Background: an optimization exercise with open tools, aiming at small area, a short achievable clock period and few clock cycles. Do not read the settings as production practice. Only simulation tests tie the RTL to the original design; equivalence was not proved. Power figures rest on the tool's default switching activity, not on a simulated workload.

$ cat config.mk
export PLATFORM = sky130hd
export DESIGN_NAME = RV32Core
export DESIGN_NICKNAME = RV32Core
export VERILOG_FILES = /design/flow/design.v
export SDC_FILE = /design/flow/constraint.sdc
export NUM_CORES = 4
export LEC_CHECK = 0
export ABC_CLOCK_PERIOD_IN_PS = 3000
export CAP_MARGIN = 20
export CORE_MARGIN = 2
export CORE_UTILIZATION = 50
export SETUP_SLACK_MARGIN = 5
export SLEW_MARGIN = 20
export TNS_END_PERCENT = 100
$ cat constraint.sdc
create_clock -name core_clock -period 10.0 [get_ports {CPU_CLK}]
set_input_delay 2.0000 -clock core_clock [delete_from_list [all_inputs] [get_ports {CPU_CLK}]]
set_output_delay 2.0000 -clock core_clock [all_outputs]
set_load 0.01 [all_outputs]
$ cat design.v
`timescale 1ns / 1ps
module RV32Core(
    input  wire        CPU_CLK,
    input  wire        CPU_RST,
    output wire [31:0] IMEM_Addr,
    input  wire [31:0] IMEM_RData,
    output wire [31:0] DMEM_Addr,
    output wire [31:0] DMEM_WData,
    output wire [3:0]  DMEM_WE,
    input  wire [31:0] DMEM_RData
    );
    wire clk = CPU_CLK;
    wire rst = CPU_RST;
    reg  [31:2] pc;                  
    reg  [31:2] f_pc;                
    reg         f_v;                 
    reg  [31:0] s_ir;                
    reg  [31:2] s_pc;
    reg         s_v;
    reg  [31:0] d_ir;                
    reg  [31:2] d_pc;
    reg         d_v;
    reg  [31:0] e_a, e_b, e_c;       
    reg  [3:0]  e_fa, e_fb, e_fc;    
    reg  [4:0]  e_rd;
    reg         e_wen, e_ld, e_st, e_jalr;
    reg         e_beq, e_bne, e_blt, e_bge, e_bltu, e_bgeu;
    reg         e_sub, e_sra;
    reg         e_sadd, e_sslt, e_ssltu, e_sxor, e_sor, e_sand, e_ssll, e_ssr, e_sc;
    reg  [2:0]  e_f3;
    reg  [31:0] m_res;
    reg  [31:0] m_wdata;
    reg  [3:0]  m_we;
    reg  [4:0]  m_rd;
    reg         m_wen, m_ld;
    reg  [2:0]  m_f3;
    reg  [31:0] w_res;
    reg  [4:0]  w_rd;
    reg         w_wen, w_ld;
    reg  [2:0]  w_f3;
    reg  [31:0] x_res;
    reg  [4:0]  x_rd;
    reg         x_wen;
    reg  [31:0] rf [1:31];
    wire [4:0] d_opc   = d_ir[6:2];
    wire       d_lui   = d_opc == 5'b01101;
    wire       d_auipc = d_opc == 5'b00101;
    wire       d_jal   = d_opc == 5'b11011;
    wire       d_jalr  = d_opc == 5'b11001;
    wire       d_br    = d_opc == 5'b11000;
    wire       d_ld    = d_opc == 5'b00000;
    wire       d_st    = d_opc == 5'b01000;
    wire       d_opi   = d_opc == 5'b00100;
    wire       d_opr   = d_opc == 5'b01100;
    wire [2:0] d_f3    = d_ir[14:12];
    wire [4:0] d_rd    = d_ir[11:7];
    wire [4:0] d_rs1   = d_ir[19:15];
    wire [4:0] d_rs2   = d_ir[24:20];
    wire       d_alu   = d_opi | d_opr;
    wire d_use1 = d_jalr | d_br | d_ld | d_st | d_alu;
    wire d_use2 = d_br | d_st | d_opr;
    wire d_wen  = (d_lui | d_auipc | d_jal | d_jalr | d_ld | d_alu) & (d_rd != 5'd0);
    wire [31:0] imm_i = {{20{d_ir[31]}}, d_ir[31:20]};
    wire [31:0] imm_s = {{20{d_ir[31]}}, d_ir[31:25], d_ir[11:7]};
    wire [31:0] imm_u = {d_ir[31:12], 12'b0};
    wire [31:2] imm_b = {{19{d_ir[31]}}, d_ir[31], d_ir[7], d_ir[30:25], d_ir[11:9]};
    wire [31:2] imm_j = {{11{d_ir[31]}}, d_ir[31], d_ir[19:12], d_ir[20], d_ir[30:22]};
    wire [31:2] d_tgt  = d_pc + (d_br ? imm_b : imm_j);
    wire [31:2] d_link = d_pc + 30'd1;
    wire [31:0] rf1 = (d_rs1 == 5'd0) ? 32'b0 : (x_wen && x_rd == d_rs1) ? x_res : rf[d_rs1];
    wire [31:0] rf2 = (d_rs2 == 5'd0) ? 32'b0 : (x_wen && x_rd == d_rs2) ? x_res : rf[d_rs2];
    wire e_hit1 = e_wen && e_rd == d_rs1;
    wire m_hit1 = m_wen && m_rd == d_rs1;
    wire w_hit1 = w_wen && w_rd == d_rs1;
    wire e_hit2 = e_wen && e_rd == d_rs2;
    wire m_hit2 = m_wen && m_rd == d_rs2;
    wire w_hit2 = w_wen && w_rd == d_rs2;
    wire lu1 = e_hit1 ? e_ld : (m_hit1 & m_ld);
    wire lu2 = e_hit2 ? e_ld : (m_hit2 & m_ld);
    wire hold = d_v & ((d_use1 & lu1) | (d_use2 & lu2));
    wire [3:0] fs1 = e_hit1 ? 4'b0010 : m_hit1 ? 4'b0100 : w_hit1 ? 4'b1000 : 4'b0001;
    wire [3:0] fs2 = e_hit2 ? 4'b0010 : m_hit2 ? 4'b0100 : w_hit2 ? 4'b1000 : 4'b0001;
    wire [31:0] a_val = d_auipc ? {d_pc, 2'b00} : d_lui ? 32'b0 : rf1;
    wire [31:0] b_val = (d_opr | d_br) ? rf2 : d_st ? imm_s : (d_lui | d_auipc) ? imm_u : imm_i;
    wire [31:0] c_val = d_st ? rf2 : d_br ? {d_tgt, 2'b00} : {d_link, 2'b00};
    wire [31:0] A = ({32{e_fa[0]}} & e_a) | ({32{e_fa[1]}} & m_res) |
                    ({32{e_fa[2]}} & w_res) | ({32{e_fa[3]}} & x_res);
    wire [31:0] B = ({32{e_fb[0]}} & e_b) | ({32{e_fb[1]}} & m_res) |
                    ({32{e_fb[2]}} & w_res) | ({32{e_fb[3]}} & x_res);
    wire [31:0] C = ({32{e_fc[0]}} & e_c) | ({32{e_fc[1]}} & m_res) |
                    ({32{e_fc[2]}} & w_res) | ({32{e_fc[3]}} & x_res);
    wire [32:0] sum = {1'b0, A} + {1'b0, B ^ {32{e_sub}}} + {32'b0, e_sub};
    wire        ltu = ~sum[32];
    wire        lt  = (A[31] ^ B[31]) ? A[31] : sum[31];
    wire        eq  = (A == B);
    wire [31:0] a_rev;
    genvar gi;
    generate
        for (gi = 0; gi < 32; gi = gi + 1) begin : g_rev
            assign a_rev[gi] = A[31 - gi];
        end
    endgenerate
    wire [31:0] sh_in  = e_ssll ? a_rev : A;
    wire [31:0] sh_out = $signed({e_sra & A[31], sh_in}) >>> B[4:0];
    wire [31:0] sh_rev;
    generate
        for (gi = 0; gi < 32; gi = gi + 1) begin : g_rev2
            assign sh_rev[gi] = sh_out[31 - gi];
        end
    endgenerate
    wire [31:0] res = ({32{e_sadd}}  & sum[31:0]) |
                      ({32{e_sslt}}  & {31'b0, lt}) |
                      ({32{e_ssltu}} & {31'b0, ltu}) |
                      ({32{e_sxor}}  & (A ^ B)) |
                      ({32{e_sor}}   & (A | B)) |
                      ({32{e_sand}}  & (A & B)) |
                      ({32{e_ssll}}  & sh_rev) |
                      ({32{e_ssr}}   & sh_out) |
                      ({32{e_sc}}    & e_c);
    wire taken = (e_beq & eq) | (e_bne & ~eq) | (e_blt & lt) | (e_bge & ~lt) |
                 (e_bltu & ltu) | (e_bgeu & ~ltu);
    wire redir_e = taken | e_jalr;
    wire [31:2] tgt_e = e_jalr ? sum[31:2] : e_c[31:2];
    wire [3:0] st_we = (e_f3[1:0] == 2'b00) ? (4'b0001 << sum[1:0]) :
                       (e_f3[1:0] == 2'b01) ? (sum[1] ? 4'b1100 : 4'b0011) : 4'b1111;
    wire [31:0] st_data = (e_f3[1:0] == 2'b00) ? {4{C[7:0]}} :
                          (e_f3[1:0] == 2'b01) ? {2{C[15:0]}} : C;
    wire [1:0]  w_off = w_res[1:0];
    wire [15:0] ld_h  = w_off[1] ? DMEM_RData[31:16] : DMEM_RData[15:0];
    wire [7:0]  ld_b  = w_off[0] ? ld_h[15:8] : ld_h[7:0];
    wire [31:0] ld_val = (w_f3[1:0] == 2'b00) ? {{24{ld_b[7] & ~w_f3[2]}}, ld_b} :
                         (w_f3[1:0] == 2'b01) ? {{16{ld_h[15] & ~w_f3[2]}}, ld_h} :
                         DMEM_RData;
    wire jal_d = d_v & d_jal & ~redir_e;
    wire d_go  = d_v & ~hold & ~redir_e;
    always @(posedge clk or posedge rst) begin
        if (rst) begin
            pc  <= 30'b0;
            f_v <= 1'b0;
            s_v <= 1'b0;
            d_v <= 1'b0;
        end else begin
            f_v <= ~(redir_e | jal_d);
            if (redir_e)     pc <= tgt_e;
            else if (jal_d)  pc <= d_tgt;
            else if (!hold)  pc <= pc + 30'd1;
            if (redir_e | jal_d) begin
                s_v <= 1'b0;
                d_v <= 1'b0;
            end else if (hold) begin
                if (!s_v) s_v <= f_v;
            end else begin
                s_v <= 1'b0;
                d_v <= s_v | f_v;
            end
        end
    end
    always @(posedge clk) begin
        f_pc <= pc;
        if (hold) begin
            if (!s_v) begin
                s_ir <= IMEM_RData;
                s_pc <= f_pc;
            end
        end else begin
            d_ir <= s_v ? s_ir : IMEM_RData;
            d_pc <= s_v ? s_pc : f_pc;
        end
    end
    always @(posedge clk or posedge rst) begin
        if (rst) begin
            e_wen <= 1'b0; e_ld <= 1'b0; e_st <= 1'b0; e_jalr <= 1'b0;
            e_beq <= 1'b0; e_bne <= 1'b0; e_blt <= 1'b0; e_bge <= 1'b0;
            e_bltu <= 1'b0; e_bgeu <= 1'b0;
        end else begin
            e_wen  <= d_go & d_wen;
            e_ld   <= d_go & d_ld;
            e_st   <= d_go & d_st;
            e_jalr <= d_go & d_jalr;
            e_beq  <= d_go & d_br & (d_f3 == 3'b000);
            e_bne  <= d_go & d_br & (d_f3 == 3'b001);
            e_blt  <= d_go & d_br & (d_f3 == 3'b100);
            e_bge  <= d_go & d_br & (d_f3 == 3'b101);
            e_bltu <= d_go & d_br & (d_f3 == 3'b110);
            e_bgeu <= d_go & d_br & (d_f3 == 3'b111);
        end
    end
    always @(posedge clk) begin
        e_a   <= a_val;
        e_b   <= b_val;
        e_c   <= c_val;
        e_fa  <= (d_use1 & ~d_lui & ~d_auipc) ? fs1 : 4'b0001;
        e_fb  <= (d_opr | d_br) ? fs2 : 4'b0001;
        e_fc  <= d_st ? fs2 : 4'b0001;
        e_rd  <= d_rd;
        e_f3  <= d_f3;
        e_sub <= d_br | (d_alu & (d_f3 == 3'b010 || d_f3 == 3'b011)) |
                 (d_opr & d_f3 == 3'b000 & d_ir[30]);
        e_sra <= d_ir[30];
        e_sadd  <= d_lui | d_auipc | d_ld | d_st | (d_alu & d_f3 == 3'b000);
        e_sslt  <= d_alu & d_f3 == 3'b010;
        e_ssltu <= d_alu & d_f3 == 3'b011;
        e_sxor  <= d_alu & d_f3 == 3'b100;
        e_sor   <= d_alu & d_f3 == 3'b110;
        e_sand  <= d_alu & d_f3 == 3'b111;
        e_ssll  <= d_alu & d_f3 == 3'b001;
        e_ssr   <= d_alu & d_f3 == 3'b101;
        e_sc    <= d_jal | d_jalr;
    end
    always @(posedge clk or posedge rst) begin
        if (rst) begin
            m_we  <= 4'b0;
            m_wen <= 1'b0;
            m_ld  <= 1'b0;
        end else begin
            m_we  <= e_st ? st_we : 4'b0;
            m_wen <= e_wen;
            m_ld  <= e_ld;
        end
    end
    always @(posedge clk) begin
        m_res   <= res;
        m_wdata <= st_data;
        m_rd    <= e_rd;
        m_f3    <= e_f3;
    end
    always @(posedge clk or posedge rst) begin
        if (rst) begin
            w_wen <= 1'b0;
            w_ld  <= 1'b0;
            x_wen <= 1'b0;
        end else begin
            w_wen <= m_wen;
            w_ld  <= m_ld;
            x_wen <= w_wen;
        end
    end
    always @(posedge clk) begin
        w_res <= m_res;
        w_rd  <= m_rd;
        w_f3  <= m_f3;
        x_res <= w_ld ? ld_val : w_res;
        x_rd  <= w_rd;
    end
    always @(posedge clk) begin
        if (x_wen) rf[x_rd] <= x_res;
    end
    assign IMEM_Addr  = {pc, 2'b00};
    assign DMEM_Addr  = m_res;
    assign DMEM_WData = m_wdata;
    assign DMEM_WE    = m_we;
endmodule
$ cat run.sh
#!/bin/bash
# synth_recipe.tcl (not shown) runs the flow's synth.tcl, then flattens the netlist and writes it again
# the make line also repeats each setting of config.mk as NAME=value (left out here)
make -C /OpenROAD-flow-scripts/flow DESIGN_CONFIG=/design/flow/config.mk WORK_HOME=/design/flow/orfs CLKGATE_MAP_FILE= SYNTH_SCRIPT=/design/flow/synth_recipe.tcl finish
==> impl_metrics.env, run 1 <==
export IMPL_critPathLaunchType="flip-flop"
export IMPL_avgRoutedWirePerCell_um=36.9
export IMPL_cts_num_sinks=1480
export IMPL_min_from="m_f3[0]"
export IMPL_tightest_slew_ps=1220
export IMPL_grt_pass1_wl_mm=379
export IMPL_numCtsBuffers=160
export IMPL_fin_crit_ps=4840
export IMPL_clock_skew_ps=33.9
export IMPL_grt_max_degree=104
export IMPL_clockBufferDepth=3
export IMPL_cap_violations=0
export IMPL_period_share_pct=48.4
export IMPL_synthArstFlopShare_pct=3.51
export IMPL_rr_endpoint="e_c[30]"
export IMPL_synth_area_mm2=0.0747
export IMPL_num_rows=141
export IMPL_path_max_fanout=38
export IMPL_cp_arrival_ps=5580
export IMPL_final_util_pct=57.1
export IMPL_worst_path_max_delay_cell="edfxtp_1"
export IMPL_place_inst=7091
export IMPL_maxSlewViolCount=0
export IMPL_hpwl_mm=181
export IMPL_yosys_area_top_type="edfxtp_1"
export IMPL_initial_core_util_pct=50.5
export IMPL_core_area_mm2=0.148
export IMPL_ys_ff_latch=1480
export IMPL_vdd_drop_max_mv=0.157
export IMPL_die_height_um=391
export IMPL_fin_tns_setup_ps=0
export IMPL_cp_required_ps=10730
export IMPL_setup_ws_ps=5160
export IMPL_grt_usage_pct=35.5
export IMPL_place_area_mm2=0.0787
export IMPL_drt_initial_drc_count=7302
export IMPL_io_buffers=161
export IMPL_min_to="w_f3[0]"
export IMPL_syn_area_per_cell_um2=14.3
export IMPL_fin_cells=7410
export IMPL_drive_gt1_share_pct=22.2
export IMPL_synth_cells=5236
export IMPL_endpoint_kind="flip-flop"
export IMPL_rsz0062_at_grt="true"
export IMPL_antenna_found_initial=17
export IMPL_place_gp_congestion=1.03
export IMPL_via_per_inst=6.96
export IMPL_reg2reg_depth=15
export IMPL_ant_nets=0
export IMPL_die_area_mm2=0.153
export IMPL_cpPeakStageDelay_ps=520
export IMPL_r2r_start="d_ir[3]"
export IMPL_hold_viol_final=0
export IMPL_synth_top_area_share_pct=44.7
export IMPL_clock_latency_ps=820
export IMPL_io_pins=166
export IMPL_run_status="finished clean"
export IMPL_first_global_vias=49635
export IMPL_critPathKind="reg -> reg"
export IMPL_drc=0
export IMPL_firstDrtPassIters=7
export IMPL_cts_clk_slew_worst_paths_ps=60
export IMPL_cellLeakagePower_nw=29.7
export IMPL_path_cells="nor4b_2, bufbuf_16, nand2_8, mux2_2, ha_1, fa_1, a211oi_1, o21ai_0, a31o_2, a211o_1, a21oi_2, o41ai_1, a21oi_1, mux2i_1, and3_1"
export IMPL_wirelength_mm=273
export IMPL_syn_to_final_growth_pct=13.0
export IMPL_dpl_worst_slack_ps=3830
export IMPL_synth_edf_count=1112
export IMPL_yosys_warnings=1
export IMPL_synth_distinct_cells=97
export IMPL_grt_overflow_total=0
export IMPL_hold_path_class="reg -> reg"
export IMPL_seq_area_frac_synth_pct=54.9
export IMPL_htree_num_levels=4
export IMPL_cts_tree="built"
export IMPL_ys_top_cells_by_area="edfxtp_1 45%, mux4_2 18%, dfxtp_1 8.5%, mux2i_1 3.3%, ha_1 2.1%"
export IMPL_power_mw=18.1
export IMPL_hold_buffers=0
export IMPL_finalInstanceArea_mm2=0.0845
export IMPL_setup_viol=0
export IMPL_vias=51587
export IMPL_p_per_area_mw_per_mm2=214
export IMPL_fill_cells=11795
export IMPL_cts_root_buf="clkbuf_16"
export IMPL_relSlewSlack_pct=19.0
export IMPL_die_x_um=391
export IMPL_holdPathStages=0
export IMPL_final_nets=5535
export IMPL_hold_ws_ps=327
export IMPL_ys_flop_type="edfxtp_1"
export IMPL_max_freq_mhz=207
export IMPL_r2r_setup_slack_ps=5160
==> report_power, final <==
group          internal (mW)  switching (mW)  leakage, nW
sequential              7.22           0.925         13.6
clock                   3.48            2.54         2.60
combinational           1.53            2.41         13.5
total                   12.2            5.87         29.7
==> Yosys cell counts (all sizes together), types with 45 or more instances <==
cell and n:
a211oi 95, a21o 49, a21oi 232, a22o 45, a22oi 204, a31oi 61, buf 135, clkbuf 249
dfrtp 52, dfxtp 316, edfxtp 1112, ha 126, inv 104, mux2 88, mux2i 245, mux4 595
nand2 332, nand3 62, nor2 352, o21ai 144, xnor2 80, xor2 85
==> sequential cells by signal, indices dropped and copies added, names as in the netlist, 32 cells and up, named ones only <==
signal	count
m_wdata	32
e_a	32
e_b	32
rf	992
w_res	32
m_res	32
e_c	32
x_res	32
==> worst max path at each step <==
stage | start | endpoint | cells after the start
after floorplan | d_ir[16] | s_ir[10] | 8
after CTS | e_fb[2] | pc[6] | 18
after global routing | d_ir[21] | s_pc[25] | 9
after detailed placement | w_res[1] | pc[6] | 16
final | d_ir[3] | e_c[30] | 15
after global placement | w_res[1] | pc[6] | 16
==> logic make-up after synthesis <==
kind of cell             after synthesis  synth area share, %
other                                  1              0.00502
AO/OA/AOI/OAI                       1062                 9.84
flip-flops                          1480                 54.9
adder cells (fa/ha/maj)              128                 2.16
AND/OR/NAND/NOR                      982                 5.94
buffers and inverters                490                 2.70
multiplexers                         928                 22.5
XOR/XNOR                             165                 1.93
==> per-layer routing <==
layer	share of wire [%]	up-vias	global-route usage, %
met5	0.050	-	0
met4	4.4	18	13.9
met3	11	573	8.40
met2	45	3068	54.0
met1	40	26740	49.6
li1	-	21188	-
==> cell type report <==
type / count / area [um^2] / area share [%]
Timing Repair Buffer: 324 / 3110 / 3.68
Multi-Input combinational cell: 3268 / 32100 / 38.0
Antenna cell: 5 / 12.5 / 0.0148
Inverter: 106 / 405 / 0.480
Timing Repair inverter: 1 / 5.00 / 0.00593
Clock inverter: 90 / 937 / 1.11
Clock buffer: 206 / 4390 / 5.20
Tap cell: 1930 / 2410 / 2.86
Sequential cell: 1480 / 41100 / 48.6
==> cell usage in the layout, fill, tap and decap left out, types with 16 or more instances in the layout <==
cell type / n
edfxtp_1: 1112
mux4_2: 595
nand2_1: 327
nor2_1: 320
dfxtp_1: 300
mux2i_1: 245
a21oi_1: 226
a22oi_1: 192
clkbuf_16: 165
clkdlybuf4s50_1: 161
buf_4: 133
o21ai_0: 129
ha_1: 126
inv_1: 96
a211oi_1: 94
mux2_2: 86
xor2_1: 85
xnor2_1: 79
nand3_1: 60
a31oi_1: 60
dfrtp_1: 50
a21o_1: 49
a22o_1: 45
o211ai_1: 37
and3_1: 36
clkinv_2: 34
a221o_1: 32
nor2_4: 32
nor3_1: 31
clkbuf_1: 30
a221oi_1: 28
nand4_1: 24
nor4_1: 23
o21a_1: 22
clkinv_1: 19
nand2b_1: 17
and2_1: 16
==> repair_timing <==
item	4_1_cts	5_1_grt
pin swaps	0	2
gates cloned	1	1
endpoints found under the setup margin	58	53
setup buffers	4	9
resized for setup	15	26
==> critical path, delay by kind of cell, from the launching register on <==
| family | cells | cell delay (ps) |
|---|---|---|
| buffers and inverters | 1 | 400 |
| adder cells (fa/ha/maj) | 2 | 690 |
| flip-flops | 1 | 520 |
| multiplexers | 2 | 580 |
| AND/OR/NAND/NOR | 3 | 600 |
| AO/OA/AOI/OAI | 7 | 1950 |
Testbench counts, summed over its fixed seeds: cycles 15,970.
==> run 2, diff against run 1 <==
==> config.mk (replaced) <==
export PLATFORM = sky130hd
export DESIGN_NAME = RV32Core
export DESIGN_NICKNAME = RV32Core
export VERILOG_FILES = /design/flow/design.v
export SDC_FILE = /design/flow/constraint.sdc
export NUM_CORES = 4
export LEC_CHECK = 0
export CAP_MARGIN = 20
export CORE_MARGIN = 2
export CORE_UTILIZATION = 40
export SLEW_MARGIN = 20
==> impl_metrics.env, run 2 <==
export IMPL_clock_latency_ps=850
export IMPL_synth_top_area_share_pct=44.7
export IMPL_clock_skew_ps=78.5
export IMPL_yosys_warnings=1
export IMPL_place_inst=7638
export IMPL_wirelength_mm=268
export IMPL_cts_tree="built"
export IMPL_grt_max_degree=128
export IMPL_cts_setup_buffers=0
export IMPL_final_nets=5515
export IMPL_cp_required_ps=10690
export IMPL_cap_violations=0
export IMPL_grt_overflow_total=0
export IMPL_path_max_fanout=33
export IMPL_io_pins=166
export IMPL_via_per_inst=6.44
export IMPL_synth_edf_count=1112
export IMPL_drc=0
export IMPL_firstDrtPassIters=10
export IMPL_ctsResizeCount=0
export IMPL_vdd_drop_max_mv=0.155
export IMPL_place_area_mm2=0.0793
export IMPL_finalInstanceArea_mm2=0.0849
export IMPL_run_status="finished clean"
export IMPL_ys_top_cells_by_count="1112 x edfxtp_1, 595 x mux4_2, 352 x nor2_1"
export IMPL_path_cells="a22oi_1, nand2_1, buf_4, clkinv_2, xnor2_1, inv_1, fa_1, nand2b_1, a21oi_1, o21ba_2, a31oi_1, o31a_2, nand4b_1, nor3b_2, buf_4, nand2_2, mux2_1"
export IMPL_fin_crit_ps=6440
export IMPL_drive_gt1_share_pct=21.8
export IMPL_hold_ws_ps=325
export IMPL_die_area_mm2=0.190
export IMPL_synth_most_common_cell="edfxtp_1"
export IMPL_die_x_um=436
export IMPL_syn_area_per_cell_um2=14.3
export IMPL_endpoint_kind="flip-flop"
export IMPL_numCtsBuffers=161
export IMPL_cts_root_buf="clkbuf_16"
export IMPL_path_common_cell="buf_4"
export IMPL_multi_input_area_mm2=0.0320
export IMPL_rsz0062_at_grt="false"
export IMPL_critPathLaunchType="flip-flop"
export IMPL_cts_num_sinks=1480
export IMPL_synth_cells=5236
export IMPL_yosys_area_top_type="edfxtp_1"
export IMPL_io_buffers=161
export IMPL_synth_distinct_cells=97
export IMPL_synth_area_mm2=0.0747
export IMPL_drt_initial_drc_count=6825
export IMPL_crit_family="compound AO/OA/AOI/OAI gates"
export IMPL_avgRoutedWirePerCell_um=33.7
export IMPL_grt_pass1_wl_mm=376
export IMPL_num_rows=158
export IMPL_period_share_pct=64.4
export IMPL_syn_to_final_growth_pct=13.6
export IMPL_first_global_vias=49921
export IMPL_fill_cells=16122
export IMPL_vias=51208
export IMPL_die_height_um=436
export IMPL_ys_top_cells_by_area="edfxtp_1 45%, mux4_2 18%, dfxtp_1 8.5%, mux2i_1 3.3%, ha_1 2.1%"
export IMPL_critPathKind="reg -> reg"
export IMPL_maxSlewViolCount=0
export IMPL_seq_area_frac_synth_pct=54.9
export IMPL_ant_nets=0
export IMPL_setup_viol=0
export IMPL_max_freq_mhz=155
export IMPL_antenna_found_initial=16
export IMPL_ys_ff_latch=1480
export IMPL_cts_clk_slew_worst_paths_ps=60
export IMPL_cpPeakStageDelay_ps=980
export IMPL_hold_viol_final=0
export IMPL_crit_buf_inv=4
export IMPL_largest_register_ffs=992
export IMPL_hold_buffers=0
export IMPL_worst_path_max_delay_cell="dfxtp_1"
export IMPL_hpwl_mm=174
export IMPL_p_per_area_mw_per_mm2=214
export IMPL_initial_core_util_pct=40.3
export IMPL_power_mw=18.2
export IMPL_relSlewSlack_pct=16.2
export IMPL_seqCellArea_mm2=0.0411
export IMPL_clockBufferDepth=3
export IMPL_cellLeakagePower_nw=29.6
export IMPL_final_common_cell="edfxtp_1"
export IMPL_hold_path_class="reg -> reg"
export IMPL_place_gp_congestion=1.05
export IMPL_final_cell_mix="1112 x edfxtp_1, 595 x mux4_2, 328 x nand2_1"
export IMPL_largest_register="rf"
export IMPL_fin_tns_setup_ps=0
export IMPL_core_area_mm2=0.186
export IMPL_grt_usage_pct=27.6
export IMPL_ys_flop_type="edfxtp_1"
export IMPL_tightest_slew_ps=1260
export IMPL_cp_arrival_ps=7130
export IMPL_fin_cells=7950
export IMPL_synthArstFlopShare_pct=3.51
export IMPL_htree_num_levels=4
[run 2: report_power, final]
group	internal [mW]	total [mW]	switching [mW]	leakage, nW
combinational	1.51	3.83	2.32	13.2
sequential	7.22	8.15	0.927	13.6
clock	3.56	6.19	2.63	2.71
total	12.3	18.2	5.88	29.6
[run 2: logic make-up after synthesis]
| family | synth area share, % |
|---|---|
| flops | 54.9 |
| compound gates | 9.84 |
| simple gates | 5.94 |
| mux | 22.5 |
| buf+inv | 2.70 |
| xor+xnor | 1.93 |
| fa+ha+maj | 2.16 |
| other cells | 0.00502 |
[run 2: final timing paths]
check	end	slack, ps	from	cells after the start
setup / recovery	pc[6]	3560	w_res[1]	17
hold / removal	w_f3[1]	330	m_f3[1]	0
setup reg to reg	pc[6]	3560	w_res[1]	17
hold reg to reg	w_f3[1]	330	m_f3[1]	0
max in group asynchronous	e_jalr	7700	CPU_RST	3
min in group asynchronous	e_st	1730	CPU_RST	3
[run 2: area by class of cell]
cell class	count	area share (%)
Tap cell	2480	3.65
Timing Repair Buffer	305	3.26
Antenna cell	11	0.0324
Clock inverter	94	1.38
Sequential cell	1480	48.4
Inverter	106	0.470
Multi-Input combinational cell	3267	37.7
Clock buffer	207	5.16
[run 2: metrics by stage]
| stage | worst slack [ps] | utilization (%) |
|---|---|---|
| after floorplan | 5280 | - |
| after global placement | 3670 | 42.7 |
| after detailed placement | 3650 | 42.7 |
| after CTS | 3620 | 45.7 |
| after global routing | 3250 | 45.7 |
| final | 3560 | 45.7 |
[run 2: routing by layer]
metal / global-route usage [%] / vias to the layer above / share of wire, %
met1: 35.9 / 26253 / 38
met4: 13.7 / 20 / 5.6
met5: 0.605 / - / 0.18
met3: 7.09 / 722 / 10
met2: 42.8 / 3100 / 46
li1: - / 21113 / -

==> separate check: timing with driven ports <==
In the flow no input, the clock included, has a driving cell. The finished layouts below were timed again as built, in two steps.
Step 1 assumes that a clkbuf_16 drives the clock port and a buf_2 every other input.
Step 2 times the ports against the registers' clock, not the clock port: input delays grow and output delays shrink by t, the midpoint of the rising clock arrivals with the driver on.
Slacks: no drivers / after step 1 / after step 2; pairs: no drivers / after step 1.
run | t (ns) | setup slack, ns | latest minus earliest clock arrival (ns) | worst register clock-pin slew, ns | worst slew at a driven data input, ns
run 1 | 0.885 | 5.158 / 5.158 / 5.158 | 0.034 / 0.034 | 0.07 / 0.07 | 0.07
run 2 | 0.902 | 3.563 / 3.563 / 3.563 | 0.079 / 0.078 | 0.07 / 0.07 | 0.10
After both steps setup and hold are still met in every run listed.
